Background: an optimization exercise with open tools, aiming at small area, a short achievable clock period and few clock cycles. Do not read the settings as production practice.
At most, simulation tests tie the RTL to the original design; equivalence was not proved.
Function not checked in runs 4 to 6: the RTL went through the layout flow alone.
Power figures rest on the tool's default switching activity, not on a simulated workload.

### flow/config.mk
export PLATFORM = sky130hd
export DESIGN_NAME = MM
export DESIGN_NICKNAME = MM
export VERILOG_FILES = /design/flow/design.v
export SDC_FILE = /design/flow/constraint.sdc
export NUM_CORES = 4
export LEC_CHECK = 0
export CAP_MARGIN = 20
export CORE_MARGIN = 2
export CORE_UTILIZATION = 40
export PLACE_DENSITY = 0.6
export SLEW_MARGIN = 20
### flow/constraint.sdc
create_clock -name core_clock -period 10.0 [get_ports {clk}]
set_input_delay 2.0000 -clock core_clock [delete_from_list [all_inputs] [get_ports {clk}]]
set_output_delay 2.0000 -clock core_clock [all_outputs]
set_load 0.01 [all_outputs]
### flow/design.v
module MM(clk,i,j,reset,read,write,index,read_data,write_data,finish);
	input reset, clk;
	input [19:0]read_data;
	output [19:0]i, j;
	output read, write, index, finish;
	output [39:0]write_data;
	reg rd_o, wr_o, idx_o, fin_o;
	reg [9:0] i_o, j_o, x;
	reg [9:0] rm1, km1, cm1;
	reg alldone, wfin;
	reg q1, q2, q3;
	reg f1, f2, l1, l2, l3, e1, e2, e3;
	reg signed [19:0] a;
	reg [19:0] b, hb;
	reg [39:0] s, c, acc;
	wire hdr   = rd_o & wr_o;
	wire cur_b = rd_o & ~wr_o & idx_o;
	wire cur_a = rd_o & ~wr_o & ~idx_o;
	wire cur_w = wr_o & ~rd_o;
	wire lastn = (j_o == km1);
	wire lastc = (x == cm1);
	wire lastr = (i_o == rm1);
	wire need_w = q3 & l3;
	wire [9:0] hdr_m1 = read_data[9:0] - 10'd1;
	always @(posedge clk or posedge reset) begin
		if (reset) begin
			rd_o <= 1'b1;
			wr_o <= 1'b1;
			idx_o <= 1'b0;
			i_o <= 10'd0;
			fin_o <= 1'b0;
			alldone <= 1'b0;
			wfin <= 1'b0;
			q1 <= 1'b0;
			q2 <= 1'b0;
			q3 <= 1'b0;
		end else begin
			q1 <= cur_a;
			q2 <= q1;
			q3 <= q2;
			if (hdr) begin
				if (i_o[1]) begin
					rd_o <= 1'b1;
					wr_o <= 1'b0;
					idx_o <= 1'b1;
					i_o <= 10'd0;
				end else begin
					i_o <= i_o + 10'd1;
				end
			end else begin
				if (cur_b) begin
					i_o <= x;
					idx_o <= 1'b0;
				end else if (cur_a) begin
					idx_o <= 1'b1;
					if (!lastn) i_o <= j_o + 10'd1;
					else if (!lastc) i_o <= 10'd0;
					else if (!lastr) i_o <= 10'd0;
					if (lastn & lastc & lastr) alldone <= 1'b1;
				end
				if (need_w) begin
					rd_o <= 1'b0;
					wr_o <= 1'b1;
					wfin <= e3;
				end else if (alldone | (cur_a & lastn & lastc & lastr)) begin
					rd_o <= 1'b0;
					wr_o <= 1'b0;
				end else begin
					rd_o <= 1'b1;
					wr_o <= 1'b0;
				end
				if (cur_w & wfin) fin_o <= 1'b1;
			end
		end
	end
	always @(posedge clk) begin
		if (hdr) begin
			if (i_o[1:0] == 2'd0) rm1 <= hdr_m1;
			if (i_o[1:0] == 2'd1) km1 <= hdr_m1;
			if (i_o[1:0] == 2'd2) cm1 <= hdr_m1;
			j_o <= 10'd0;
			x <= 10'd0;
		end else if (cur_b) begin
			j_o <= i_o;
			x <= j_o;
		end else if (cur_a) begin
			x <= i_o;
			if (!lastn) j_o <= x;
			else if (!lastc) j_o <= x + 10'd1;
			else begin
				j_o <= 10'd0;
				x <= i_o + 10'd1;
			end
		end
	end
	always @(posedge clk) begin
		if (cur_b) b <= read_data;
		if (cur_a) begin
			a <= read_data;
			f1 <= (j_o == 10'd0);
			l1 <= lastn;
			e1 <= lastn & lastc & lastr;
		end
		if (q1) hb <= b;
		f2 <= f1;
		l2 <= l1;
		e2 <= l1 & e1;
		l3 <= l2;
		e3 <= e2;
	end
	wire ph_odd = q1;
	wire [21:0] a2 = ph_odd ? {a, 2'b00} : {{2{a[19]}}, a};
	wire [20:0] bx = ph_odd ? {b, 1'b0} : {hb[19:0], 1'b0};
	reg [39:0] row [0:4];
	reg [39:0] row5;
	reg [2:0] trp;
	reg neg, one, two;
	reg [22:0] sel, f;
	integer m;
	always @(*) begin
		row5 = -(40'h11111 << 22);
		for (m = 0; m < 5; m = m + 1) begin
			trp = ph_odd ? bx[4*m+2 +: 3] : bx[4*m +: 3];
			neg = trp[2] & ~(trp[1] & trp[0]);
			one = trp[1] ^ trp[0];
			two = (trp[2] & ~trp[1] & ~trp[0]) | (~trp[2] & trp[1] & trp[0]);
			sel = one ? {a2[21], a2} : (two ? {a2, 1'b0} : 23'd0);
			f = sel ^ {23{neg}};
			row[m] = {17'd0, ~f[22], f[21:0]} << (4*m);
			row5[4*m] = neg;
		end
	end
	wire [39:0] s1a = row[0] ^ row[1] ^ row[2];
	wire [39:0] c1a = {(row[0][38:0] & row[1][38:0]) | (row[0][38:0] & row[2][38:0]) | (row[1][38:0] & row[2][38:0]), 1'b0};
	wire [39:0] s1b = row[3] ^ row[4] ^ row5;
	wire [39:0] c1b = {(row[3][38:0] & row[4][38:0]) | (row[3][38:0] & row5[38:0]) | (row[4][38:0] & row5[38:0]), 1'b0};
	wire [39:0] s2 = s1a ^ c1a ^ s1b;
	wire [39:0] c2 = {(s1a[38:0] & c1a[38:0]) | (s1a[38:0] & s1b[38:0]) | (c1a[38:0] & s1b[38:0]), 1'b0};
	wire [39:0] s3 = s2 ^ c2 ^ c1b;
	wire [39:0] c3 = {(s2[38:0] & c2[38:0]) | (s2[38:0] & c1b[38:0]) | (c2[38:0] & c1b[38:0]), 1'b0};
	always @(posedge clk) begin
		if (q1 | q2) begin
			s <= s3;
			c <= c3;
		end
		if (q2 | q3) acc <= ((q2 & f2) ? 40'd0 : acc) + s + c;
	end
	assign read = rd_o;
	assign write = wr_o;
	assign index = idx_o;
	assign i = {10'd0, i_o};
	assign j = {10'd0, j_o};
	assign finish = fin_o;
	assign write_data = acc;
endmodule
### flow/run.sh
#!/bin/bash
# synth_recipe.tcl (not shown) runs the flow's synth.tcl, then flattens the netlist and writes it again
# the make line also repeats each setting of config.mk as NAME=value (left out here)
make -C /OpenROAD-flow-scripts/flow DESIGN_CONFIG=/design/flow/config.mk WORK_HOME=/design/flow/orfs CLKGATE_MAP_FILE= SYNTH_SCRIPT=/design/flow/synth_recipe.tcl finish
==> impl_metrics.py, run 1 <==
metrics = {
    "drt": {
        "firstDrtPassIters": 5,
        "drt-total-wl_um": 43520,
        "antenna_left": 0,
        "dr.max_layer_used": "met4",
        "avgViaCountPerCell": 5.406,
        "wl_met3_um": 2926,
        "drt_iter0_drc": 1066,
        "m1WireLength_um": 19960,
        "drc": 0,
        "met2WireLength_um": 19430,
        "via_count": 12210,
        "wl_per_cell_um": 19.27,
    },
    "min_path": {
        "whs_endpoint": "l3$_DFF_P_",
        "min_delay_path_depth": 0,
        "hold_class": "reg -> reg",
        "min_from": "l2$_DFF_P_",
    },
    "synthesis": {
        "ys_seq_area_share_pct": 40.48,
        "synth_largest_area_cell": "edfxtp_1",
        "synth-seq-cells": 245,
        "syn_area_per_cell_um2": 10.76,
        "async_reset_ff_share_pct": 7.755,
        "synth_flop_cell": "edfxtp_1",
        "syn-cell-area_mm2": 0.01733,
        "synthTopCellsByArea": "edfxtp_1, fa_1, ha_1",
        "synth_warnings": 2,
        "synth_cells": 1611,
        "yosysUniqueCellTypes": 69,
        "synth_top_area_share_pct": 34.83,
        "synth_edf_count": 201,
    },
    "sta": {
        "fin_crit_ns": 4.685,
        "max_freq_mhz": 213.5,
        "slew_violations": 0,
        "fin_skew_ns": 0.02690,
        "setup_viol": 0,
        "timing.slew.headroom_pct": 31.30,
        "rsz0062_at_grt": "no",
        "tightest_slew_ns": 1.030,
        "fin_crit_sh_pct": 46.85,
        "hold_viol_final": 0,
        "finalSetupTns_ns": 0,
    },
    "worst_setup_path": {
        "critPathArrivalTime_ns": 4.98,
        "r2r_slack_ns": 5.32,
        "critical-path-max-stage-delay_ns": 1.06,
        "crit_chain": "mux2_2 -> ha_1 -> a21oi_1 -> buf_4 -> a22oi_1 -> xor2_1 -> ha_1 -> fa_1 -> inv_1 -> fa_1",
        "required_ns": 10.30,
        "endpoint_kind": "register",
        "startpoint_type": "register",
        "slowest_stage": "dfrtp_4",
        "crit_fanout": 78,
        "r2r_cells": 10,
        "r2r-end": "s[25]$_DFFE_PP_",
        "r2r_start": "q1$_DFF_PP0_",
        "crit_type": "reg -> reg",
    },
    "pwr": {
        "max-vdd-ir-drop_mv": 0.1233,
        "leakage_nw": 7.608,
        "power_density_mw_per_mm2": 225.7,
    },
    "place": {
        "gp_congestion": 0.8966,
        "portBuffers": 85,
        "hpwl_um": 32170,
        "placed_cells": 2208,
    },
    "global_route": {
        "antenna_found_initial": 0,
        "gr-total-overflow": 0,
        "grt_pass1_vias": 12130,
        "grt_max_degree": 79,
        "grt_first_pass_wirelength_um": 69120,
        "globalRouteTotalUtil_pct": 19.55,
    },
    "floorplan": {
        "die-area_mm2": 0.04500,
        "core_mm2": 0.04289,
        "rows": 76,
        "dieWidth_um": 212.1,
        "io_pins": 106,
        "die_h_um": 212.1,
        "start_util_pct": 40.40,
    },
    "clocking": {
        "clock_sinks": 245,
        "post_cts_buffers": 0,
        "root_buffer": "clkbuf_16",
        "cts-hold-fix-buffers": 0,
        "cts_max_level": 1,
        "clkTransAtPathRegs_ns": 0.06,
        "post_cts_resized": 0,
        "cts_tree": "done",
        "cts_buffer_depth": 3,
        "insertion_delay_ns": 0.58,
        "numCtsBuffers": 27,
    },
    "cells_and_area": {
        "final_nets": 1871,
        "antennaDiodeCount": 0,
        "final_cell_mix": "edfxtp_1, a21oi_1, xnor2_1",
        "final_common_cell": "edfxtp_1",
        "drive_gt1_share_pct": 6.691,
        "syn2layout_area_growth_pct": 12.70,
        "fin_util_pct": 45.54,
        "fin_cells": 2259,
    },
    "outcome": {
        "status": "no timing/DRC/antenna violations",
    },
    "flow_run": {
        "cap_violations": 0,
    },
}
layer usage:
| layer | GRT usage, % | up-vias |
|---|---|---|
| met5 | 0 | - |
| met3 | 2.747 | 90 |
| met1 | 28.01 | 5888 |
| met2 | 30.47 | 471 |
| li1 | - | 5764 |
| met4 | 6.459 | 0 |
synthesized netlist by cell type, types with 4 or more instances:
master	instances
fa_1	83
clkbuf_1	64
xor2_1	83
and3_1	12
nor2_1	62
o2bb2ai_1	4
dfxtp_1	25
o21a_1	4
a311oi_1	4
o21bai_1	5
dfrtp_1	17
a21o_1	15
nor4_1	8
a222oi_1	4
buf_4	20
o211ai_1	6
o22ai_1	8
a22oi_1	26
nand3_1	31
ha_1	113
and2_1	48
nand2_1	78
inv_1	95
edfxtp_1	201
xnor2_1	128
nor2b_1	15
a21oi_1	139
mux2_2	27
o31ai_1	7
a221oi_1	6
nor3_1	91
or2_2	4
mux2i_1	26
o221ai_1	5
a31oi_1	7
buf_2	22
nand4_1	17
a211oi_1	5
nor3b_1	5
o21ai_0	45
flip-flops by register name (all words and copies together) (netlist names), 14 cells and up:
signal and count:
hb 14, a 20, s 39, c 35
acc 40, b 20
cell families (layout without fill, tap and decap cells):
| family | after synthesis | in the layout | share of synthesized area (%) |
|---|---|---|---|
| AO/OA/AOI/OAI | 307 | 307 | 10.91 |
| XOR/XNOR | 212 | 212 | 10.76 |
| adder cells (fa/ha/maj) | 196 | 196 | 17.75 |
| buffers and inverters | 206 | 250 | 5.184 |
| flip-flops | 245 | 245 | 40.48 |
| multiplexers | 53 | 53 | 3.257 |
| other | 1 | 20 | 0.02164 |
| AND/OR/NAND/NOR | 391 | 391 | 11.64 |
metrics by stage:
| stage | hold WS (ns) | cell area, um2 | setup WS [ns] | power (mW) |
|---|---|---|---|---|
| 6_report | 0.3281 | 19530 | 5.315 | 4.408 |
| 5_1_grt | 0.3389 | 19530 | 5.048 | 4.725 |
| 4_1_cts | 0.3295 | 19500 | 5.297 | 4.421 |
| 3_5_place_dp | 0.3143 | 18600 | 5.331 | 3.399 |
| 3_3_place_gp | 0.3140 | 18600 | 5.401 | 3.387 |
| 2_1_floorplan | 0.3096 | 17400 | 5.657 | 2.826 |
area by class of cell:
| class | count | area [um2] |
|---|---|---|
| Fill cell | 4007 | 23360 |
| Multi-Input combinational cell | 1179 | 9502 |
| Sequential cell | 245 | 7018 |
| Timing Repair Buffer | 105 | 1021 |
| Tap cell | 585 | 732.0 |
| Clock buffer | 30 | 686.9 |
| Inverter | 95 | 356.6 |
| Clock inverter | 20 | 212.7 |
worst max-delay path by stage:
stage | slack [ns] | from | cells after the start | to
floorplan | 5.66 | q1$_DFF_PP0_ | 15 | s[22]$_DFFE_PP_
global placement | 5.40 | q1$_DFF_PP0_ | 10 | s[22]$_DFFE_PP_
detailed placement | 5.33 | q1$_DFF_PP0_ | 10 | s[25]$_DFFE_PP_
CTS | 5.30 | q1$_DFF_PP0_ | 10 | s[25]$_DFFE_PP_
global route | 5.05 | q1$_DFF_PP0_ | 10 | s[22]$_DFFE_PP_
finish | 5.32 | q1$_DFF_PP0_ | 10 | s[25]$_DFFE_PP_
power by group:
part           switching (mW)  leakage (nW)  internal [mW]
logic                    1.15          4.68          0.851
registers              0.0627          2.51           1.33
clock network           0.431         0.412          0.578
total                    1.64          7.61           2.76
worst max-delay path, delay by kind of cell (launching register included):
| kind | cells | cell delay [ns] |
|---|---|---|
| AO/OA/AOI/OAI | 2 | 0.32 |
| XOR/XNOR | 1 | 0.18 |
| adder cells (fa/ha/maj) | 4 | 2.05 |
| buffers and inverters | 2 | 0.30 |
| flip-flops | 1 | 1.06 |
| multiplexers | 1 | 0.45 |
Testbench counts, summed over its fixed seeds: cycles 94,744.
==> run 2, diff against run 1 <==
--- a/flow/design.v
+++ b/flow/design.v
@@ -10,8 +10,7 @@
 	reg alldone, wfin;
 	reg q1, q2, q3;
 	reg f1, f2, l1, l2, l3, e1, e2, e3;
-	reg signed [19:0] a;
-	reg [19:0] b, hb;
+	reg [19:0] b;
 	reg [39:0] s, c, acc;
 	wire hdr   = rd_o & wr_o;
 	wire cur_b = rd_o & ~wr_o & idx_o;
@@ -93,41 +92,46 @@
 			end
 		end
 	end
+	reg signed [21:0] a2;
+	reg [14:0] dg;
+	reg [14:0] dg_odd, dg_even;
+	reg [2:0] tp, te;
+	integer m;
+	always @(*) begin
+		for (m = 0; m < 5; m = m + 1) begin
+			tp = (m == 4) ? b[19:17] : b[4*m+1 +: 3];
+			te = (m == 0) ? {b[1:0], 1'b0} : b[4*m-1 +: 3];
+			dg_odd[3*m]   = tp[2] & ~(tp[1] & tp[0]);
+			dg_odd[3*m+1] = tp[1] ^ tp[0];
+			dg_odd[3*m+2] = (tp[2] & ~tp[1] & ~tp[0]) | (~tp[2] & tp[1] & tp[0]);
+			dg_even[3*m]   = te[2] & ~(te[1] & te[0]);
+			dg_even[3*m+1] = te[1] ^ te[0];
+			dg_even[3*m+2] = (te[2] & ~te[1] & ~te[0]) | (~te[2] & te[1] & te[0]);
+		end
+	end
 	always @(posedge clk) begin
 		if (cur_b) b <= read_data;
-		if (cur_a) begin
-			a <= read_data;
-			f1 <= (j_o == 10'd0);
-			l1 <= lastn;
-			e1 <= lastn & lastc & lastr;
-		end
-		if (q1) hb <= b;
+		a2 <= cur_a ? {read_data, 2'b00} : {{2{a2[21]}}, a2[21:2]};
+		dg <= cur_a ? dg_odd : (q1 ? dg_even : 15'd0);
+		f1 <= (j_o == 10'd0);
+		l1 <= lastn;
+		e1 <= lastn & lastc & lastr;
 		f2 <= f1;
 		l2 <= l1;
 		e2 <= l1 & e1;
 		l3 <= l2;
 		e3 <= e2;
 	end
-	wire ph_odd = q1;
-	wire [21:0] a2 = ph_odd ? {a, 2'b00} : {{2{a[19]}}, a};
-	wire [20:0] bx = ph_odd ? {b, 1'b0} : {hb[19:0], 1'b0};
 	reg [39:0] row [0:4];
 	reg [39:0] row5;
-	reg [2:0] trp;
-	reg neg, one, two;
 	reg [22:0] sel, f;
-	integer m;
 	always @(*) begin
 		row5 = -(40'h11111 << 22);
 		for (m = 0; m < 5; m = m + 1) begin
-			trp = ph_odd ? bx[4*m+2 +: 3] : bx[4*m +: 3];
-			neg = trp[2] & ~(trp[1] & trp[0]);
-			one = trp[1] ^ trp[0];
-			two = (trp[2] & ~trp[1] & ~trp[0]) | (~trp[2] & trp[1] & trp[0]);
-			sel = one ? {a2[21], a2} : (two ? {a2, 1'b0} : 23'd0);
-			f = sel ^ {23{neg}};
+			sel = dg[3*m+1] ? {a2[21], a2} : (dg[3*m+2] ? {a2, 1'b0} : 23'd0);
+			f = sel ^ {23{dg[3*m]}};
 			row[m] = {17'd0, ~f[22], f[21:0]} << (4*m);
-			row5[4*m] = neg;
+			row5[4*m] = dg[3*m];
 		end
 	end
 	wire [39:0] s1a = row[0] ^ row[1] ^ row[2];
@@ -139,11 +143,9 @@
 	wire [39:0] s3 = s2 ^ c2 ^ c1b;
 	wire [39:0] c3 = {(s2[38:0] & c2[38:0]) | (s2[38:0] & c1b[38:0]) | (c2[38:0] & c1b[38:0]), 1'b0};
 	always @(posedge clk) begin
-		if (q1 | q2) begin
-			s <= s3;
-			c <= c3;
-		end
-		if (q2 | q3) acc <= ((q2 & f2) ? 40'd0 : acc) + s + c;
+		s <= s3;
+		c <= c3;
+		acc <= ((q2 & f2) ? 40'd0 : acc) + s + c;
 	end
 	assign read = rd_o;
 	assign write = wr_o;
==> flow/flow/run.sh (new file) <==
#!/bin/bash
# The standard layout, with ORFS's timing repair aiming for a clock period
# well below the design's (the constraints themselves are unchanged).
set -euo pipefail
bash standard.sh SETUP_SLACK_MARGIN=6.9 finish > standard_flow.log 2>&1
==> flow/standard.sh (new file) <==
#!/bin/bash
# synth_recipe.tcl (not shown) runs the flow's synth.tcl, then flattens the netlist and writes it again
# the make line also repeats each setting of config.mk as NAME=value (left out here)
make -C /OpenROAD-flow-scripts/flow DESIGN_CONFIG=/design/flow/config.mk WORK_HOME=/design/flow/orfs CLKGATE_MAP_FILE= SYNTH_SCRIPT=/design/flow/synth_recipe.tcl "${@:-finish}"
removed: flow/run.sh
==> impl_metrics.py, run 2 <==
metrics = {
    "worst_setup_path": {
        "critical_path_buf_inv_count": 3,
        "crit_path_end": "acc[39]$_DFF_P_",
        "cp_num_cells": 14,
        "crit_type": "reg -> reg",
        "r2r_start": "q2$_DFF_PP0_",
        "crit_fanout": 6,
        "endpoint_kind": "register",
        "critPathArrivalTime_ns": 3.77,
        "slowest_stage": "dfrtp_4",
        "crit_family": "simple AND/OR/NAND/NOR gates",
        "r2r-end": "acc[39]$_DFF_P_",
        "crit_start": "q2$_DFF_PP0_",
        "required_ns": 10.44,
        "r2r_slack_ns": 6.67,
        "crit_top_cell": "buf_12",
        "critical-path-max-stage-delay_ns": 0.51,
        "crit_chain": "buf_12 -> nand2_4 -> buf_12 -> and2_1 -> fa_1 -> ha_4 -> and3_1 -> nor2b_2 -> nand3_1 -> a211oi_2 -> buf_4 -> o2111ai_4 -> a311oi_2 -> nor3_1",
        "startpoint_type": "register",
        "r2r_cells": 14,
    },
    "drt": {
        "met2WireLength_um": 18420,
        "drc": 0,
        "wl_met3_um": 2254,
        "firstDrtPassIters": 5,
        "dr.max_layer_used": "met4",
        "drt-total-wl_um": 41390,
        "antenna_left": 0,
        "avgViaCountPerCell": 5.114,
        "drt_iter0_drc": 756,
        "m1WireLength_um": 19670,
        "wl_per_cell_um": 17.47,
        "via_count": 12120,
    },
    "sta": {
        "fin_crit_sh_pct": 33.32,
        "fin_crit_ns": 3.332,
        "fin_skew_ns": 0.02269,
        "postLayoutSetupSlackWorst_ns": 6.668,
        "tightest_slew_ns": 0.8682,
        "max_freq_mhz": 300.1,
        "rsz0062_at_grt": "yes",
        "slew_violations": 0,
        "setup_viol": 0,
        "finalSetupTns_ns": 0,
        "hold_viol_final": 0,
        "timing.slew.headroom_pct": 42.04,
        "holdWs_ns": 0.3299,
    },
    "clocking": {
        "cts_buffer_depth": 3,
        "root_buffer": "clkbuf_16",
        "clkTransAtPathRegs_ns": 0.06,
        "numCtsBuffers": 28,
        "cts_max_level": 1,
        "cts_tree": "done",
        "clock_sinks": 248,
        "insertion_delay_ns": 0.57,
    },
    "synthesis": {
        "async_reset_ff_share_pct": 7.661,
        "synth_warnings": 2,
        "synthTopCellsByArea": "dfxtp_1, fa_1, edfxtp_1",
        "syn-cell-area_mm2": 0.01601,
        "synth_largest_area_cell": "dfxtp_1",
        "synth_top_area_share_pct": 22.26,
        "synth_edf_count": 51,
        "ys_seq_area_share_pct": 34.81,
        "yosysUniqueCellTypes": 68,
        "synth_flop_cell": "dfxtp_1",
        "syn_area_per_cell_um2": 9.184,
        "yosysMostFrequentCell": "nand2_1",
        "synth_cells": 1743,
        "yosys-top-cells-count": "nand2_1, dfxtp_1, o21ai_0",
        "synth-seq-cells": 248,
    },
    "floorplan": {
        "io_pins": 106,
        "start_util_pct": 40.38,
        "die-area_mm2": 0.04164,
        "core_mm2": 0.03964,
        "rows": 73,
        "die_h_um": 204.1,
        "dieWidth_um": 204.1,
    },
    "pwr": {
        "leakage_nw": 8.090,
        "max-vdd-ir-drop_mv": 0.2275,
        "pwr-share-clk_pct": 14.6,
        "switching_share_pct": 41.65,
        "p_int_mw": 4.027,
        "power.switching_mw": 2.874,
        "combinationalPowerShare_pct": 64.2,
        "power_density_mw_per_mm2": 358.2,
        "p_seq_share_pct": 21.2,
    },
    "cells_and_area": {
        "fin_area_mm2": 0.01927,
        "fin_cells": 2369,
        "reg_top3": "acc (40), s (39), c (35)",
        "final_cell_mix": "nand2_1, dfxtp_1, o21ai_0",
        "syn2layout_area_growth_pct": 20.37,
        "final_nets": 2045,
        "largest_register_ffs": 40,
        "antennaDiodeCount": 0,
        "final_common_cell": "nand2_1",
        "top_register": "acc",
        "drive_gt1_share_pct": 20.34,
    },
    "global_route": {
        "grt_first_pass_wirelength_um": 66100,
        "gr-total-overflow": 0,
        "grt_max_degree": 53,
        "globalRouteTotalUtil_pct": 19.83,
        "grt_pass1_vias": 11860,
        "antenna_found_initial": 0,
    },
    "place": {
        "placedInstanceArea_mm2": 0.01714,
        "placed_cells": 2249,
        "portBuffers": 85,
        "dp_slack_ns": 5.840,
        "hpwl_um": 28350,
        "gp_congestion": 0.8716,
    },
    "outcome": {
        "status": "no timing/DRC/antenna violations",
    },
    "min_path": {
        "hold_class": "reg -> reg",
    },
    "flow_run": {
        "cap_violations": 0,
    },
}
-- run 2: how the worst min path moves through the flow --
stage / startpoint / end / depth (start not counted)
floorplan: e2$_DFF_P_ / e3$_DFF_P_ / 0
global placement: l2$_DFF_P_ / l3$_DFF_P_ / 0
detailed placement: f1$_DFF_P_ / f2$_DFF_P_ / 0
CTS: f1$_DFF_P_ / f2$_DFF_P_ / 0
global route: f1$_DFF_P_ / f2$_DFF_P_ / 0
finish: f1$_DFF_P_ / f2$_DFF_P_ / 0
-- run 2: worst register-to-register path, delay by kind of cell, from the launching register on --
family / cells / cell delay, ns
and+or+nand+nor: 6 / 0.84
buffers and inverters: 3 / 0.47
AOI/OAI and AO/OA: 3 / 0.57
adders and majority gates: 2 / 0.82
DFF: 1 / 0.51
-- run 2: timing repair --
item                       4_1_cts  5_1_grt
setup endpoints to repair      126       81
buffers inserted                48       15
hold buffers                     0        0
resized for setup              435       70
cloned                           5        0
pin swaps                       23       40
-- run 2: cell families (layout without fill, tap and decap cells) --
kind of cell,after synthesis,count (layout),synth area share (%)
and+or+nand+nor,526,531,14.87
muxes,3,3,0.2110
AOI/OAI and AO/OA,320,320,12.41
buffers and inverters,225,302,5.995
DFF,248,248,34.81
xor gates and xnor gates,219,219,12.08
adders and majority gates,201,201,19.60
other,1,20,0.02343
-- run 2: power by group through the flow --
stage / Combinational [mW] / Clock, mW / Sequential, mW
detailed placement: 3.26 / 0 / 1.48
global placement: 3.23 / 0 / 1.49
finish: 4.43 / 1.01 / 1.46
CTS: 3.89 / 1.04 / 1.46
floorplan: 2.48 / 0 / 1.45
global route: 4.84 / 1.08 / 1.49
-- run 2: final cells by class --
class | count | area, um2
Clock buffer | 36 | 808.3
Clock inverter | 16 | 122.6
Fill cell | 3738 | 20370
Inverter | 90 | 362.8
Multi-Input combinational cell | 1294 | 10380
Sequential cell | 248 | 5677
Tap cell | 525 | 656.9
Timing Repair Buffer | 160 | 1265
-- run 2: per-stage QoR --
step                      utilization [%]  power (mW)
after floorplan                         -       3.931
after global placement              43.24       4.723
after detailed placement            43.24       4.743
after CTS                           47.59       6.392
after global routing                48.61       7.405
final                               48.61       6.902
-- run 2: metal layers --
metal,up-vias,global-route usage (%)
met4,0,6.082
met5,-,0
met1,5720,28.02
met2,379,31.58
met3,66,2.647
li1,5951,-
Testbench counts of run 2, summed over its fixed seeds: cycles 94,744.
==> run 3, diff against run 2 <==
==> flow/run.sh (new file) <==
#!/bin/bash
# synth_recipe.tcl (not shown) runs the flow's synth.tcl, then flattens the netlist and writes it again
# the make line also repeats each setting of config.mk as NAME=value (left out here)
make -C /OpenROAD-flow-scripts/flow DESIGN_CONFIG=/design/flow/config.mk WORK_HOME=/design/flow/orfs CLKGATE_MAP_FILE= SYNTH_SCRIPT=/design/flow/synth_recipe.tcl finish
removed: flow/flow/run.sh
removed: flow/standard.sh
==> impl_metrics.py, run 3 <==
metrics = {
    "synthesis": {
        "yosys.area_share.simple_pct": 14.87,
        "synth_warnings": 2,
        "synthXorXnorAreaFrac_pct": 12.08,
        "synth_top_family_by_area": "adder cells",
        "synthTopCellsByArea": "dfxtp_1, fa_1, edfxtp_1",
        "synth_largest_area_cell": "dfxtp_1",
        "yosys-top-cells-count": "nand2_1, dfxtp_1, o21ai_0",
        "async_reset_ff_share_pct": 7.661,
        "muxShareOfSynthArea_pct": 0.2110,
        "synth_cells": 1743,
        "synth_compound_area_share_pct": 12.41,
        "synth_flop_cell": "dfxtp_1",
        "yosysUniqueCellTypes": 68,
        "synth_edf_count": 51,
        "yosysMostFrequentCell": "nand2_1",
        "syn_area_per_cell_um2": 9.184,
        "synth_top_area_share_pct": 22.26,
        "synth-seq-cells": 248,
        "synthAdderAreaFrac_pct": 19.60,
        "syn-cell-area_mm2": 0.01601,
        "ys_seq_area_share_pct": 34.81,
    },
    "pwr": {
        "leakage_nw": 7.597,
        "total_power_mw": 5.757,
        "pwr-share-clk_pct": 17.9,
        "power.switching_mw": 2.388,
        "power_density_mw_per_mm2": 319.5,
        "combinationalPowerShare_pct": 56.8,
        "p_int_mw": 3.369,
        "switching_share_pct": 41.48,
        "p_seq_share_pct": 25.3,
        "max-vdd-ir-drop_mv": 0.1505,
    },
    "worst_setup_path": {
        "startpoint_type": "register",
        "crit_path_end": "acc[39]$_DFF_P_",
        "r2r_cells": 13,
        "crit_start": "q2$_DFF_PP0_",
        "critPathArrivalTime_ns": 4.61,
        "r2r_slack_ns": 5.82,
        "r2r_start": "q2$_DFF_PP0_",
        "crit_fanout": 40,
        "crit_type": "reg -> reg",
        "endpoint_kind": "register",
        "r2r-end": "acc[39]$_DFF_P_",
        "required_ns": 10.44,
    },
    "cells_and_area": {
        "largest_register_ffs": 40,
        "fin_util_pct": 45.46,
        "final_nets": 1979,
        "nFillCells": 3820,
        "top_register": "acc",
        "final_cell_mix": "nand2_1, dfxtp_1, o21ai_0",
        "antennaDiodeCount": 0,
        "syn2layout_area_growth_pct": 12.58,
        "reg_top3": "acc (40), s (39), c (35)",
        "final_common_cell": "nand2_1",
        "drive_gt1_share_pct": 4.443,
    },
    "clocking": {
        "cts_buffer_depth": 3,
        "numCtsBuffers": 28,
        "cts-hold-fix-buffers": 0,
        "post_cts_resized": 0,
        "cts_max_level": 1,
        "clkTransAtPathRegs_ns": 0.06,
        "clock_sinks": 248,
        "post_cts_buffers": 0,
        "root_buffer": "clkbuf_16",
        "insertion_delay_ns": 0.59,
        "cts_tree": "done",
    },
    "floorplan": {
        "dieWidth_um": 204.1,
        "io_pins": 106,
        "rows": 73,
        "core_mm2": 0.03964,
        "start_util_pct": 40.38,
        "die_h_um": 204.1,
        "die-area_mm2": 0.04164,
    },
    "sta": {
        "hold_viol_final": 0,
        "fin_crit_sh_pct": 41.75,
        "slew_violations": 0,
        "fin_skew_ns": 0.04781,
        "tightest_slew_ns": 0.8855,
        "setup_viol": 0,
        "fin_crit_ns": 4.175,
        "max_freq_mhz": 239.5,
        "timing.slew.headroom_pct": 40.61,
        "finalSetupTns_ns": 0,
        "postLayoutSetupSlackWorst_ns": 5.825,
        "rsz0062_at_grt": "no",
    },
    "drt": {
        "antenna_left": 0,
        "drt_iter0_drc": 827,
        "drt-total-wl_um": 38440,
        "drc": 0,
        "wl_per_cell_um": 16.69,
        "via_count": 11720,
        "firstDrtPassIters": 5,
        "avgViaCountPerCell": 5.090,
    },
    "place": {
        "portBuffers": 85,
        "gp_congestion": 0.8761,
        "hpwl_um": 28590,
        "dp_slack_ns": 5.460,
    },
    "global_route": {
        "globalRouteTotalUtil_pct": 18.60,
        "grt_max_degree": 53,
        "gr-total-overflow": 0,
        "antenna_found_initial": 0,
        "grt_first_pass_wirelength_um": 62980,
        "grt_pass1_vias": 11730,
    },
    "min_path": {
        "hold_class": "reg -> reg",
    },
    "outcome": {
        "status": "no timing/DRC/antenna violations",
    },
    "flow_run": {
        "cap_violations": 0,
    },
}
## run 3: how the worst min path moves through the flow
stage / start / endpoint / slack (ns) / cells after the start
6_report: e2$_DFF_P_ / e3$_DFF_P_ / 0.33 / 0
5_1_grt: e2$_DFF_P_ / e3$_DFF_P_ / 0.33 / 0
4_1_cts: e2$_DFF_P_ / e3$_DFF_P_ / 0.33 / 0
3_5_place_dp: e2$_DFF_P_ / e3$_DFF_P_ / 0.32 / 0
3_3_place_gp: l2$_DFF_P_ / l3$_DFF_P_ / 0.31 / 0
2_1_floorplan: e2$_DFF_P_ / e3$_DFF_P_ / 0.31 / 0
## run 3: power by group through the flow
stage          registers, mW  logic, mW  clock network (mW)
2_1_floorplan           1.45       2.44                   0
5_1_grt                 1.48       3.68                1.09
3_5_place_dp            1.48       3.25                   0
3_3_place_gp            1.49       3.21                   0
4_1_cts                 1.47       3.27                1.05
6_report                1.46       3.27                1.03
## run 3: critical path: stages, from the launching register on
cell,delay (ns)
dfrtp_1,0.35
nand2_2,0.34
and2_1,0.33
ha_1,0.28
ha_1,0.17
inv_1,0.07
fa_1,0.45
nand2b_1,0.19
a21oi_1,0.21
o2111ai_1,0.32
a211oi_1,0.68
o2111ai_1,0.24
a311oi_1,0.31
nor3_1,0.09
## run 3: kinds of logic after synthesis
kind of cell | Yosys count
simple gates | 526
xor+xnor | 219
mux | 3
compound gates | 320
other cells | 1
flops | 248
fa+ha+maj | 201
buf+inv | 225
## run 3: through the flow
stage | cells | hold WS [ns] | area, um2
floorplan | 1762 | 0.3096 | 16080
global placement | 2251 | 0.3123 | 17070
detailed placement | 2251 | 0.3168 | 17070
CTS | 2303 | 0.3294 | 18020
global route | 2303 | 0.3328 | 18020
finish | 2303 | 0.3271 | 18020
## run 3: final cells by class
| class | count | area [um2] | share of cell area, % |
|---|---|---|---|
| Multi-Input combinational cell | 1289 | 9550 | 53.00 |
| Sequential cell | 248 | 5573 | 30.92 |
| Timing Repair Buffer | 99 | 955.9 | 5.304 |
| Clock buffer | 39 | 805.8 | 4.471 |
| Tap cell | 525 | 656.9 | 3.645 |
| Inverter | 90 | 337.8 | 1.875 |
| Clock inverter | 13 | 141.4 | 0.7846 |
## run 3: per-layer routing
metal  track usage [%]  share of wire, %  vias up
li1                  -                 -     5802
met1             26.60                49     5549
met2             29.31                44      319
met3             2.806               5.7       52
met4             4.995               1.8        0
met5                 0                 0        -
==> run 4, diff against run 3 <==
--- a/flow/design.v
+++ b/flow/design.v
@@ -6,27 +6,28 @@
 	output [39:0]write_data;
 	reg rd_o, wr_o, idx_o, fin_o;
 	reg [9:0] i_o, j_o, x;
-	reg [9:0] rm1, km1, cm1;
-	reg alldone, wfin;
+	reg [9:0] rr, kk, cc;
+	reg hs, alldone, wfin;
 	reg q1, q2, q3;
-	reg f1, f2, l1, l2, l3, e1, e2, e3;
+	reg f1, l1, l2, l3, e1, e2, e3, ld;
 	reg [19:0] b;
 	reg [39:0] s, c, acc;
 	wire hdr   = rd_o & wr_o;
 	wire cur_b = rd_o & ~wr_o & idx_o;
 	wire cur_a = rd_o & ~wr_o & ~idx_o;
 	wire cur_w = wr_o & ~rd_o;
-	wire lastn = (j_o == km1);
-	wire lastc = (x == cm1);
-	wire lastr = (i_o == rm1);
+	wire [9:0] i_inc = i_o + 10'd1;
+	wire [9:0] j_inc = j_o + 10'd1;
+	wire [9:0] x_inc = x + 10'd1;
+	wire lastn = (j_inc == kk);
+	wire lastc = (x_inc == cc);
+	wire lastr = (i_inc == rr);
 	wire need_w = q3 & l3;
-	wire [9:0] hdr_m1 = read_data[9:0] - 10'd1;
 	always @(posedge clk or posedge reset) begin
 		if (reset) begin
-			rd_o <= 1'b1;
-			wr_o <= 1'b1;
-			idx_o <= 1'b0;
-			i_o <= 10'd0;
+			rd_o <= 1'b0;
+			wr_o <= 1'b0;
+			hs <= 1'b0;
 			fin_o <= 1'b0;
 			alldone <= 1'b0;
 			wfin <= 1'b0;
@@ -37,26 +38,17 @@
 			q1 <= cur_a;
 			q2 <= q1;
 			q3 <= q2;
-			if (hdr) begin
+			if (!hs) begin
+				hs <= 1'b1;
+				rd_o <= 1'b1;
+				wr_o <= 1'b1;
+			end else if (hdr) begin
 				if (i_o[1]) begin
 					rd_o <= 1'b1;
 					wr_o <= 1'b0;
-					idx_o <= 1'b1;
-					i_o <= 10'd0;
-				end else begin
-					i_o <= i_o + 10'd1;
 				end
 			end else begin
-				if (cur_b) begin
-					i_o <= x;
-					idx_o <= 1'b0;
-				end else if (cur_a) begin
-					idx_o <= 1'b1;
-					if (!lastn) i_o <= j_o + 10'd1;
-					else if (!lastc) i_o <= 10'd0;
-					else if (!lastr) i_o <= 10'd0;
-					if (lastn & lastc & lastr) alldone <= 1'b1;
-				end
+				if (cur_a & lastn & lastc & lastr) alldone <= 1'b1;
 				if (need_w) begin
 					rd_o <= 1'b0;
 					wr_o <= 1'b1;
@@ -73,22 +65,38 @@
 		end
 	end
 	always @(posedge clk) begin
-		if (hdr) begin
-			if (i_o[1:0] == 2'd0) rm1 <= hdr_m1;
-			if (i_o[1:0] == 2'd1) km1 <= hdr_m1;
-			if (i_o[1:0] == 2'd2) cm1 <= hdr_m1;
+		if (!hs) begin
+			i_o <= 10'd0;
+		end else if (hdr) begin
+			if (i_o[1:0] == 2'd0) rr <= read_data[9:0];
+			if (i_o[1:0] == 2'd1) kk <= read_data[9:0];
+			if (i_o[1:0] == 2'd2) cc <= read_data[9:0];
+			if (i_o[1]) begin
+				i_o <= 10'd0;
+				idx_o <= 1'b1;
+			end else begin
+				i_o <= i_inc;
+			end
 			j_o <= 10'd0;
 			x <= 10'd0;
 		end else if (cur_b) begin
+			i_o <= x;
 			j_o <= i_o;
 			x <= j_o;
+			idx_o <= 1'b0;
 		end else if (cur_a) begin
+			idx_o <= 1'b1;
 			x <= i_o;
-			if (!lastn) j_o <= x;
-			else if (!lastc) j_o <= x + 10'd1;
-			else begin
+			if (!lastn) begin
+				i_o <= j_inc;
+				j_o <= x;
+			end else if (!lastc) begin
+				i_o <= 10'd0;
+				j_o <= x_inc;
+			end else begin
+				i_o <= 10'd0;
 				j_o <= 10'd0;
-				x <= i_o + 10'd1;
+				x <= i_inc;
 			end
 		end
 	end
@@ -116,7 +124,7 @@
 		f1 <= (j_o == 10'd0);
 		l1 <= lastn;
 		e1 <= lastn & lastc & lastr;
-		f2 <= f1;
+		ld <= q1 & f1;
 		l2 <= l1;
 		e2 <= l1 & e1;
 		l3 <= l2;
@@ -145,7 +153,7 @@
 	always @(posedge clk) begin
 		s <= s3;
 		c <= c3;
-		acc <= ((q2 & f2) ? 40'd0 : acc) + s + c;
+		acc <= (ld ? 40'd0 : acc) + s + c;
 	end
 	assign read = rd_o;
 	assign write = wr_o;
==> flow/flow/run.sh (new file) <==
#!/bin/bash
# The standard layout, with ORFS's timing repair aiming for a clock period
# well below the design's (the constraints themselves are unchanged).
set -euo pipefail
bash standard.sh SETUP_SLACK_MARGIN=7.0 finish > standard_flow.log 2>&1
==> flow/standard.sh (new file) <==
#!/bin/bash
# synth_recipe.tcl (not shown) runs the flow's synth.tcl, then flattens the netlist and writes it again
# the make line also repeats each setting of config.mk as NAME=value (left out here)
make -C /OpenROAD-flow-scripts/flow DESIGN_CONFIG=/design/flow/config.mk WORK_HOME=/design/flow/orfs CLKGATE_MAP_FILE= SYNTH_SCRIPT=/design/flow/synth_recipe.tcl "${@:-finish}"
removed: flow/run.sh
==> impl_metrics.py, run 4 <==
metrics = {
    "worst_setup_path": {
        "crit_start": "ld$_DFF_P_",
        "r2r_cells": 13,
        "r2r_start": "ld$_DFF_P_",
        "endpoint_kind": "register",
        "crit_type": "reg -> reg",
        "crit_fanout": 5,
        "critPathArrivalTime_ns": 3.95,
        "startpoint_type": "register",
        "r2r-end": "acc[24]$_DFF_P_",
        "r2r_slack_ns": 6.53,
        "required_ns": 10.48,
    },
    "global_route": {
        "grt_first_pass_wirelength_um": 68820,
        "grt_max_degree": 45,
        "gr-total-overflow": 0,
        "globalRouteTotalUtil_pct": 20.32,
        "grt_use_met2_pct": 32.78,
        "grt_util_met1_pct": 28.21,
        "antenna_found_initial": 0,
        "use_met3_pct": 2.460,
        "busiest_layer": "met2",
        "grt_pass1_vias": 12420,
    },
    "synthesis": {
        "ys_seq_area_share_pct": 35.07,
        "synthTopCellsByArea": "dfxtp_1, edfxtp_1, fa_1",
        "synth_top_area_share_pct": 20.51,
        "synth_warnings": 2,
        "synth_cells": 1765,
        "syn-cell-area_mm2": 0.01640,
        "synth-seq-cells": 249,
        "yosys-top-cells-count": "nand2_1, dfxtp_1, o21ai_0",
        "syn_area_per_cell_um2": 9.290,
        "synth_edf_count": 72,
        "synth_flop_cell": "dfxtp_1",
        "async_reset_ff_share_pct": 3.614,
        "yosysMostFrequentCell": "nand2_1",
        "synth_largest_area_cell": "dfxtp_1",
        "yosysUniqueCellTypes": 77,
    },
    "cells_and_area": {
        "final_cell_mix": "nand2_1, o21ai_0, xnor2_1",
        "multi_input_area_mm2": 0.01028,
        "largest_register_ffs": 40,
        "reg_top3": "acc (40), s (39), c (35)",
        "syn2layout_area_growth_pct": 21.27,
        "drive_gt1_share_pct": 20.60,
        "fin_cells": 2430,
        "register_area_mm2": 0.005867,
        "nFillCells": 3735,
        "top_register": "acc",
        "fin_area_mm2": 0.01989,
        "final_nets": 2096,
        "antennaDiodeCount": 0,
        "final_common_cell": "nand2_1",
    },
    "drt": {
        "antenna_left": 0,
        "drc": 0,
        "via_count": 12600,
        "drt_iter0_drc": 1067,
        "firstDrtPassIters": 6,
        "avgViaCountPerCell": 5.184,
        "wl_per_cell_um": 17.97,
        "drt-total-wl_um": 43680,
    },
    "outcome": {
        "status": "no timing/DRC/antenna violations",
    },
    "sta": {
        "rsz0062_at_grt": "yes",
        "hold_viol_final": 0,
        "finalSetupTns_ns": 0,
        "max_freq_mhz": 288.3,
        "tightest_slew_ns": 0.8711,
        "slew_violations": 0,
        "fin_skew_ns": 0.02320,
        "fin_crit_ns": 3.469,
        "timing.slew.headroom_pct": 41.71,
        "fin_crit_sh_pct": 34.69,
        "setup_viol": 0,
    },
    "min_path": {
        "hold_class": "reg -> reg",
        "min_from": "e2$_DFF_P_",
        "min_delay_path_depth": 0,
        "whs_endpoint": "e3$_DFF_P_",
    },
    "place": {
        "hpwl_um": 29940,
        "gp_congestion": 0.8811,
        "placed_cells": 2286,
        "placedInstanceArea_mm2": 0.01754,
        "portBuffers": 85,
    },
    "floorplan": {
        "io_pins": 106,
        "rows": 74,
        "core_mm2": 0.04065,
        "start_util_pct": 40.34,
        "die-area_mm2": 0.04263,
        "dieWidth_um": 206.5,
        "die_h_um": 206.5,
    },
    "clocking": {
        "cts_buffer_depth": 3,
        "cts_tree": "done",
        "root_buffer": "clkbuf_16",
        "clkTransAtPathRegs_ns": 0.06,
        "numCtsBuffers": 29,
        "insertion_delay_ns": 0.56,
        "clock_sinks": 249,
        "cts_max_level": 1,
        "cts-hold-fix-buffers": 0,
    },
    "pwr": {
        "max-vdd-ir-drop_mv": 0.1542,
        "leakage_nw": 8.440,
        "power_density_mw_per_mm2": 278.3,
    },
    "flow_run": {
        "cap_violations": 0,
    },
}
## run 4: timing repair
| item | 4_1_cts | 5_1_grt |
|---|---|---|
| pin swaps | 56 | 26 |
| setup buffers | 67 | 19 |
| setup endpoints to repair | 137 | 127 |
| cloned | 2 | 2 |
| resized for setup | 470 | 40 |
## run 4: worst max-delay path by stage
stage | end | slack, ns | cells after the start
3_5_place_dp | acc[36]$_DFF_P_ | 5.92 | 12
2_1_floorplan | acc[24]$_DFF_P_ | 6.71 | 13
3_3_place_gp | acc[36]$_DFF_P_ | 5.98 | 12
4_1_cts | acc[24]$_DFF_P_ | 6.49 | 13
5_1_grt | acc[24]$_DFF_P_ | 6.42 | 14
6_report | acc[24]$_DFF_P_ | 6.53 | 13
## run 4: cell type report
class	instances	area share [%]
flip-flops and latches	249	29.50
well taps	532	3.347
multi-input cells	1310	51.71
clock inverters	17	0.6481
inverters	98	1.850
repair buffers	187	8.828
clock buffers	37	4.109
## run 4: power by group
part	total, mW	switching [mW]	internal [mW]
Combinational	2.94	1.53	1.41
Clock	1.05	0.440	0.606
Sequential	1.54	0.233	1.31
## run 4: logic make-up (layout without fill, tap and decap cells)
kind of cell    Yosys count  after routing  share of synthesized area [%]
flops                   249            249                          35.07
fa+ha+maj               199            199                          18.99
compound gates          343            343                          12.86
other cells               2             21                        0.04580
simple gates            529            532                          15.28
buf+inv                 228            339                          5.975
mux                       4              4                         0.2594
xor+xnor                211            211                          11.53
## run 4: routing by layer
metal  vias to the layer above  part of all wire [%]
met5                         -                     0
met4                         0                   3.5
met3                        98                   5.3
met2                       407                    46
met1                      5981                    46
li1                       6112                     -
## run 4: metrics by stage
stage	power [mW]	hold WS (ns)	setup slack (ns)	util, %
floorplan	3.205	0.3096	6.707	-
global placement	3.863	0.3122	5.978	43.15
detailed placement	3.905	0.3150	5.919	43.15
CTS	5.383	0.3299	6.490	48.14
global route	5.914	0.3376	6.418	48.92
finish	5.533	0.3277	6.531	48.92
## run 4: worst max-delay path: stages (launching register included)
cell,delay [ns]
dfxtp_4,0.38
nand2b_4,0.15
fa_2,0.55
inv_2,0.05
ha_4,0.21
a211o_1,0.28
a211o_1,0.36
a211oi_4,0.30
buf_4,0.16
a21oi_2,0.03
a211o_1,0.32
a221o_1,0.33
a21oi_2,0.14
xnor2_1,0.12
==> run 5, diff against run 4 <==
==> flow/flow/run.sh (replaced) <==
#!/bin/bash
# The standard layout, with ORFS's timing repair aiming for a clock period
# well below the design's (the constraints themselves are unchanged).
set -euo pipefail
bash standard.sh SETUP_SLACK_MARGIN=6.8 finish > standard_flow.log 2>&1
==> impl_metrics.py, run 5 <==
metrics = {
    "outcome": {
        "status": "no timing/DRC/antenna violations",
    },
    "synthesis": {
        "async_reset_ff_share_pct": 3.614,
        "synth_cells": 1765,
        "yosysMostFrequentCell": "nand2_1",
        "ys_seq_area_share_pct": 35.07,
        "synth-seq-cells": 249,
        "synth_largest_area_cell": "dfxtp_1",
        "synth_edf_count": 72,
        "synth_flop_cell": "dfxtp_1",
        "yosys-top-cells-count": "nand2_1, dfxtp_1, o21ai_0",
        "syn_area_per_cell_um2": 9.290,
        "synthTopCellsByArea": "dfxtp_1, edfxtp_1, fa_1",
        "yosysUniqueCellTypes": 77,
        "syn-cell-area_mm2": 0.01640,
        "synth_warnings": 2,
        "synth_top_area_share_pct": 20.51,
    },
    "worst_setup_path": {
        "r2r-end": "acc[36]$_DFF_P_",
        "crit_start": "ld$_DFF_P_",
        "critPathArrivalTime_ns": 3.94,
        "crit_fanout": 6,
        "endpoint_kind": "register",
        "crit_type": "reg -> reg",
        "required_ns": 10.48,
        "startpoint_type": "register",
        "r2r_slack_ns": 6.54,
        "crit_path_end": "acc[36]$_DFF_P_",
        "r2r_cells": 12,
        "r2r_start": "ld$_DFF_P_",
    },
    "clocking": {
        "cts_buffer_depth": 3,
        "insertion_delay_ns": 0.58,
        "root_buffer": "clkbuf_16",
        "clock_sinks": 249,
        "clkTransAtPathRegs_ns": 0.06,
        "cts_tree": "done",
        "cts_max_level": 1,
        "numCtsBuffers": 30,
    },
    "global_route": {
        "antenna_found_initial": 0,
        "gr-total-overflow": 0,
        "grt_first_pass_wirelength_um": 67760,
        "grt_max_degree": 45,
        "globalRouteTotalUtil_pct": 20.00,
        "grt_pass1_vias": 12360,
    },
    "sta": {
        "setup_viol": 0,
        "fin_crit_sh_pct": 34.56,
        "hold_viol_final": 0,
        "timing.slew.headroom_pct": 43.02,
        "fin_skew_ns": 0.03015,
        "slew_violations": 0,
        "tightest_slew_ns": 0.8535,
        "max_freq_mhz": 289.3,
        "finalSetupTns_ns": 0,
        "rsz0062_at_grt": "yes",
        "fin_crit_ns": 3.456,
        "postLayoutSetupSlackWorst_ns": 6.544,
    },
    "drt": {
        "drt-total-wl_um": 42270,
        "avgViaCountPerCell": 5.159,
        "antenna_left": 0,
        "drt_iter0_drc": 946,
        "via_count": 12360,
        "wl_per_cell_um": 17.65,
        "drc": 0,
        "firstDrtPassIters": 6,
    },
    "cells_and_area": {
        "nFillCells": 3769,
        "reg_top3": "acc (40), s (39), c (35)",
        "top_register": "acc",
        "final_common_cell": "nand2_1",
        "antennaDiodeCount": 0,
        "multi_input_area_mm2": 0.01013,
        "final_cell_mix": "nand2_1, o21ai_0, dfxtp_1",
        "largest_register_ffs": 40,
        "final_nets": 2060,
        "drive_gt1_share_pct": 15.89,
        "syn2layout_area_growth_pct": 18.12,
        "fin_util_pct": 47.65,
        "register_area_mm2": 0.005821,
    },
    "floorplan": {
        "dieWidth_um": 206.5,
        "die-area_mm2": 0.04263,
        "core_mm2": 0.04065,
        "rows": 74,
        "io_pins": 106,
        "die_h_um": 206.5,
        "start_util_pct": 40.34,
    },
    "pwr": {
        "combinationalPowerShare_pct": 51.3,
        "max-vdd-ir-drop_mv": 0.1500,
        "pwr-share-clk_pct": 20.7,
        "total_power_mw": 5.357,
        "leakage_nw": 8.192,
        "power.switching_mw": 2.126,
        "power_density_mw_per_mm2": 276.6,
        "p_seq_share_pct": 28.1,
        "switching_share_pct": 39.68,
        "p_int_mw": 3.231,
    },
    "min_path": {
        "min_delay_path_depth": 0,
        "hold_class": "reg -> reg",
        "min_from": "e2$_DFF_P_",
    },
    "place": {
        "hpwl_um": 29450,
        "gp_congestion": 0.9145,
        "portBuffers": 85,
        "dp_slack_ns": 5.626,
    },
    "flow_run": {
        "cap_violations": 0,
    },
}
[run 5: per-stage QoR]
step                      cell area [um2]  hold WS (ns)  std cells
after floorplan                     16500        0.3096       1784
after global placement              17530        0.3106       2289
after detailed placement            17530        0.3241       2289
after CTS                           19090        0.3386       2385
after global routing                19370        0.3477       2395
final                               19370        0.3365       2395
[run 5: cell families after synthesis]
family	count (synthesis)	synth area share [%]
buf+inv	228	5.975
compound gates	343	12.86
simple gates	529	15.28
mux	4	0.2594
xor+xnor	211	11.53
fa+ha+maj	199	18.99
other cells	2	0.04580
flops	249	35.07
[run 5: cell type report]
class | count | area share [%]
multi-input combinational | 1307 | 52.33
clock inverter | 15 | 0.7106
tap | 532 | 3.437
sequential | 249 | 30.05
inverter | 98 | 1.899
clock buffer | 41 | 4.515
timing repair buffer | 153 | 7.061
[run 5: worst min path at each step]
stage / end / slack, ns
floorplan: e3$_DFF_P_ / 0.31
global placement: e3$_DFF_P_ / 0.31
detailed placement: e3$_DFF_P_ / 0.32
CTS: e3$_DFF_P_ / 0.34
global route: e3$_DFF_P_ / 0.35
finish: e3$_DFF_P_ / 0.34
[run 5: worst max-delay path: stages, from the launching register on]
cell,delay [ns]
dfxtp_4,0.39
nand2b_4,0.15
fa_1,0.52
inv_2,0.06
ha_4,0.21
a211o_1,0.27
a211o_1,0.36
a211oi_4,0.33
o21ai_4,0.12
a2111o_1,0.42
a31o_2,0.27
a21oi_2,0.13
xnor2_1,0.12
[run 5: power by group through the flow]
stage                     clock [mW]  sequential (mW)  combinational, mW
after CTS                       1.14             1.51               2.51
after global routing            1.17             1.54               3.05
after global placement             0             1.54               2.28
after detailed placement           0             1.53               2.33
after floorplan                    0             1.45               1.73
final                           1.11             1.50               2.75
[run 5: repair_timing]
item,4_1_cts,5_1_grt
hold buffers,0,0
pin swaps,20,25
setup endpoints to repair,98,60
buffers inserted,40,10
cloned,0,0
gates resized for setup,264,63
[run 5: layer usage]
layer | routed length (um) | up-vias | GRT usage [%] | part of all wire, %
met5 | 0 | - | 0 | 0
met4 | 1203 | 0 | 6.046 | 2.8
met3 | 2159 | 82 | 2.318 | 5.1
met2 | 19230 | 369 | 32.66 | 45
met1 | 19670 | 5862 | 27.76 | 47
li1 | - | 6044 | - | -
==> run 6, diff against run 5 <==
--- a/flow/design.v
+++ b/flow/design.v
@@ -8,8 +8,8 @@
 	reg [9:0] i_o, j_o, x;
 	reg [9:0] rr, kk, cc;
 	reg hs, alldone, wfin;
-	reg q1, q2, q3;
-	reg f1, l1, l2, l3, e1, e2, e3, ld;
+	reg q1, q2, q3, q4;
+	reg f1, l1, l2, l3, l4, e1, e2, e3, e4, ld, cm;
 	reg [19:0] b;
 	reg [39:0] s, c, acc;
 	wire hdr   = rd_o & wr_o;
@@ -22,7 +22,7 @@
 	wire lastn = (j_inc == kk);
 	wire lastc = (x_inc == cc);
 	wire lastr = (i_inc == rr);
-	wire need_w = q3 & l3;
+	wire need_w = q4 & l4;
 	always @(posedge clk or posedge reset) begin
 		if (reset) begin
 			rd_o <= 1'b0;
@@ -34,10 +34,12 @@
 			q1 <= 1'b0;
 			q2 <= 1'b0;
 			q3 <= 1'b0;
+			q4 <= 1'b0;
 		end else begin
 			q1 <= cur_a;
 			q2 <= q1;
 			q3 <= q2;
+			q4 <= q3;
 			if (!hs) begin
 				hs <= 1'b1;
 				rd_o <= 1'b1;
@@ -52,8 +54,8 @@
 				if (need_w) begin
 					rd_o <= 1'b0;
 					wr_o <= 1'b1;
-					wfin <= e3;
-				end else if (alldone | (cur_a & lastn & lastc & lastr)) begin
+					wfin <= e4;
+				end else if (alldone | (cur_a & lastn)) begin
 					rd_o <= 1'b0;
 					wr_o <= 1'b0;
 				end else begin
@@ -129,6 +131,8 @@
 		e2 <= l1 & e1;
 		l3 <= l2;
 		e3 <= e2;
+		l4 <= l3;
+		e4 <= e3;
 	end
 	reg [39:0] row [0:4];
 	reg [39:0] row5;
@@ -150,10 +154,18 @@
 	wire [39:0] c2 = {(s1a[38:0] & c1a[38:0]) | (s1a[38:0] & s1b[38:0]) | (c1a[38:0] & s1b[38:0]), 1'b0};
 	wire [39:0] s3 = s2 ^ c2 ^ c1b;
 	wire [39:0] c3 = {(s2[38:0] & c2[38:0]) | (s2[38:0] & c1b[38:0]) | (c2[38:0] & c1b[38:0]), 1'b0};
+	wire [39:0] am = ld ? 40'd0 : acc;
+	wire [39:0] ax = am ^ s ^ c;
+	wire [39:0] ay = {(am[38:0] & s[38:0]) | (am[38:0] & c[38:0]) | (s[38:0] & c[38:0]), 1'b0};
+	wire [19:0] sum_lo;
+	wire cout_lo;
+	assign {cout_lo, sum_lo} = {1'b0, ax[19:0]} + {1'b0, ay[19:0]};
+	wire [19:0] sum_hi = ax[39:20] + ay[39:20] + {19'd0, cm & ~ld};
 	always @(posedge clk) begin
 		s <= s3;
 		c <= c3;
-		acc <= (ld ? 40'd0 : acc) + s + c;
+		acc <= {sum_hi, sum_lo};
+		cm <= cout_lo;
 	end
 	assign read = rd_o;
 	assign write = wr_o;
==> flow/flow/run.sh (replaced) <==
#!/bin/bash
# The standard layout, with ORFS's timing repair aiming for a clock period
# well below the design's (the constraints themselves are unchanged).
set -euo pipefail
bash standard.sh SETUP_SLACK_MARGIN=7.0 finish > standard_flow.log 2>&1
==> impl_metrics.py, run 6 <==
metrics = {
    "global_route": {
        "grt_pass1_vias": 12230,
        "antenna_found_initial": 0,
        "gr-total-overflow": 0,
        "globalRouteTotalUtil_pct": 18.96,
        "grt_first_pass_wirelength_um": 66230,
        "grt_max_degree": 45,
    },
    "synthesis": {
        "synth_cells": 1845,
        "synth_warnings": 2,
        "synth_edf_count": 72,
        "syn_area_per_cell_um2": 8.977,
        "synthTopCellsByArea": "dfxtp_1, edfxtp_1, fa_1",
        "yosysMostFrequentCell": "nand2_1",
        "yosys-top-cells-count": "nand2_1, inv_1, dfxtp_1",
        "synth_largest_area_cell": "dfxtp_1",
        "yosysUniqueCellTypes": 69,
        "async_reset_ff_share_pct": 3.953,
        "synth-seq-cells": 253,
        "ys_seq_area_share_pct": 35.23,
        "synth_flop_cell": "dfxtp_1",
        "syn-cell-area_mm2": 0.01656,
        "synth_top_area_share_pct": 20.67,
    },
    "floorplan": {
        "die-area_mm2": 0.04305,
        "core_mm2": 0.04083,
        "dieWidth_um": 207.5,
        "die_h_um": 207.5,
        "io_pins": 106,
        "rows": 74,
        "start_util_pct": 40.56,
    },
    "sta": {
        "tightest_slew_ns": 0.8881,
        "slew_violations": 0,
        "fin_crit_ns": 3.293,
        "hold_viol_final": 0,
        "rsz0062_at_grt": "yes",
        "finalSetupTns_ns": 0,
        "max_freq_mhz": 303.6,
        "fin_skew_ns": 0.02308,
        "setup_viol": 0,
        "timing.slew.headroom_pct": 40.79,
        "fin_crit_sh_pct": 32.93,
    },
    "clocking": {
        "clkTransAtPathRegs_ns": 0.07,
        "root_buffer": "clkbuf_16",
        "cts_max_level": 1,
        "cts_buffer_depth": 3,
        "cts_tree": "done",
        "clock_sinks": 253,
        "insertion_delay_ns": 0.58,
        "numCtsBuffers": 28,
    },
    "worst_setup_path": {
        "crit_type": "reg -> reg",
        "critPathArrivalTime_ns": 3.78,
        "required_ns": 10.49,
        "crit_start": "ld$_DFF_P_",
        "crit_fanout": 10,
        "startpoint_type": "register",
        "endpoint_kind": "register",
        "r2r_start": "ld$_DFF_P_",
    },
    "flow_run": {
        "cap_violations": 0,
    },
    "cells_and_area": {
        "largest_register_ffs": 40,
        "final_cell_mix": "nand2_1, inv_1, o21ai_0",
        "final_common_cell": "nand2_1",
        "fin_area_mm2": 0.02009,
        "drive_gt1_share_pct": 18.72,
        "multi_input_area_mm2": 0.009889,
        "top_register": "acc",
        "register_area_mm2": 0.005952,
        "reg_top3": "acc (40), s (39), c (35)",
        "final_nets": 2176,
        "antennaDiodeCount": 0,
        "syn2layout_area_growth_pct": 21.32,
        "nFillCells": 3814,
    },
    "pwr": {
        "leakage_nw": 8.782,
        "max-vdd-ir-drop_mv": 0.1816,
        "power_density_mw_per_mm2": 259.9,
    },
    "drt": {
        "drc": 0,
        "firstDrtPassIters": 7,
        "drt_iter0_drc": 864,
        "via_count": 12690,
        "antenna_left": 0,
        "wl_per_cell_um": 16.77,
        "avgViaCountPerCell": 5.058,
        "drt-total-wl_um": 42060,
    },
    "min_path": {
        "hold_class": "reg -> reg",
        "min_from": "e2$_DFF_P_",
    },
    "place": {
        "gp_congestion": 0.9037,
        "portBuffers": 85,
        "placedInstanceArea_mm2": 0.01767,
        "hpwl_um": 28250,
    },
    "outcome": {
        "status": "no timing/DRC/antenna violations",
    },
}
-- run 6: cell count changes in the layout (fill, tap and decap cells not counted), sizes merged, moves of 5 or more --
cell and change:
clkbuf -14, nor4 -5, o21ai -15, xnor2 -8, a21oi -5, a21o -12, clkdlybuf4s15 -38, buf +83
a211oi +5, inv +118, nor2b -32, a221o -5, nand2b +34, nand2 -8
-- run 6: critical path, stage by stage (launching register included) --
cell,delay [ns]
dfxtp_4,0.37
buf_12,0.14
nand2b_4,0.14
fa_1,0.49
inv_2,0.05
fa_2,0.39
a211oi_2,0.22
nor2_2,0.10
o311ai_2,0.25
o211ai_1,0.23
a2111oi_4,0.41
o31ai_1,0.13
a21oi_1,0.16
xnor2_1,0.13
-- run 6: logic make-up after synthesis --
group,Yosys count,synth area share (%)
xor gates and xnor gates,204,10.95
muxes,4,0.2569
AOI/OAI and AO/OA,307,11.29
buffers and inverters,353,8.695
other,2,0.04534
adders and majority gates,200,18.96
and+or+nand+nor,522,14.57
DFF,253,35.23
-- run 6: routing by layer --
metal | wire length (um) | vias up | track usage [%]
met2 | 20030 | 347 | 31.98
met4 | 782 | 0 | 4.852
met5 | 0 | - | 0
met1 | 19230 | 6092 | 25.95
li1 | - | 6183 | -
met3 | 2022 | 63 | 2.103
-- run 6: power by group --
part | total [mW] | switching, mW | internal (mW)
clock network | 1.05 | 0.444 | 0.608
logic | 2.67 | 1.36 | 1.31
registers | 1.50 | 0.191 | 1.31
total | 5.22 | 1.99 | 3.23
-- run 6: worst paths after layout --
| path | end | slack [ns] | depth (start not counted) |
|---|---|---|---|
| setup / recovery | acc[19]$_DFF_P_ | 6.71 | 13 |
| hold / removal | e3$_DFF_P_ | 0.33 | 0 |
| setup reg to reg | acc[19]$_DFF_P_ | 6.71 | 13 |
| hold reg to reg | e3$_DFF_P_ | 0.33 | 0 |
| max in group asynchronous | rd_o$_DFFE_PP0P_ | 8.02 | 2 |
| min in group asynchronous | fin_o$_DFFE_PP0P_ | 1.69 | 2 |
-- run 6: what timing repair did --
item                       4_1_cts  5_1_grt
hold buffers                     0        0
pin swaps                       20       46
hold endpoints to repair         0        0
setup endpoints to repair      139      120
gates resized for setup        413       83
setup buffers                   61       30
cloned                           3        1
-- run 6: cell type report --
cell class	instances	area share, %
clock buffer	32	3.662
clock inverter	20	1.021
inverter	219	4.091
multi-input combinational	1258	49.22
sequential	253	29.62
tap	532	3.313
timing repair buffer	194	9.073
-- run 6: stage by stage --
stage	setup slack [ns]	power (mW)	cells	hold slack (ns)	util [%]
5_1_grt	6.570	5.611	2508	0.3324	49.21
4_1_cts	6.622	4.932	2477	0.3286	47.70
3_3_place_gp	6.487	3.499	2361	0.3144	43.28
3_5_place_dp	6.353	3.533	2361	0.3146	43.28
6_report	6.707	5.222	2508	0.3256	49.21
2_1_floorplan	6.985	2.930	1864	0.3096	-

==> afterwards: timing with drivers on the ports <==
No port has a modelled driver above. Below, the same layouts with a new extraction and two added sets of constraints. Step 1 assumes that a clkbuf_16 drives the clock port and a buf_2 every other input. Step 2 moves the port delays by t, midway between the first and last clock arrival at a register: inputs arrive t later, outputs are due t later. That takes back most of the time a late clock gives input paths. Three values: ideal ports, drivers, drivers and shift; two values: the first two.
run | shift t [ns] | setup WS [ns] | worst setup path after step 2 | latest minus earliest clock arrival (ns) | worst slew at a driven data input, ns
run 1 | 0.615 | 5.315 / 5.315 / 5.315 | register to register | 0.029 / 0.029 | 0.04
run 2 | 0.607 | 6.668 / 6.648 / 6.438 | input to register | 0.025 / 0.024 | 0.05
run 3 | 0.617 | 5.825 / 5.825 / 5.825 | register to register | 0.048 / 0.048 | 0.05
run 4 | 0.601 | 6.531 / 6.531 / 6.531 | register to register | 0.023 / 0.023 | 0.04
run 5 | 0.616 | 6.544 / 6.544 / 6.544 | register to register | 0.032 / 0.032 | 0.05
run 6 | 0.622 | 6.707 / 6.706 / 6.707 | register to register | 0.026 / 0.026 | 0.05
After both steps setup and hold are still met in every run listed. The setup slack of run 2, which loses most, moves by -0.020 ns with the drivers and by -0.230 ns with both steps.
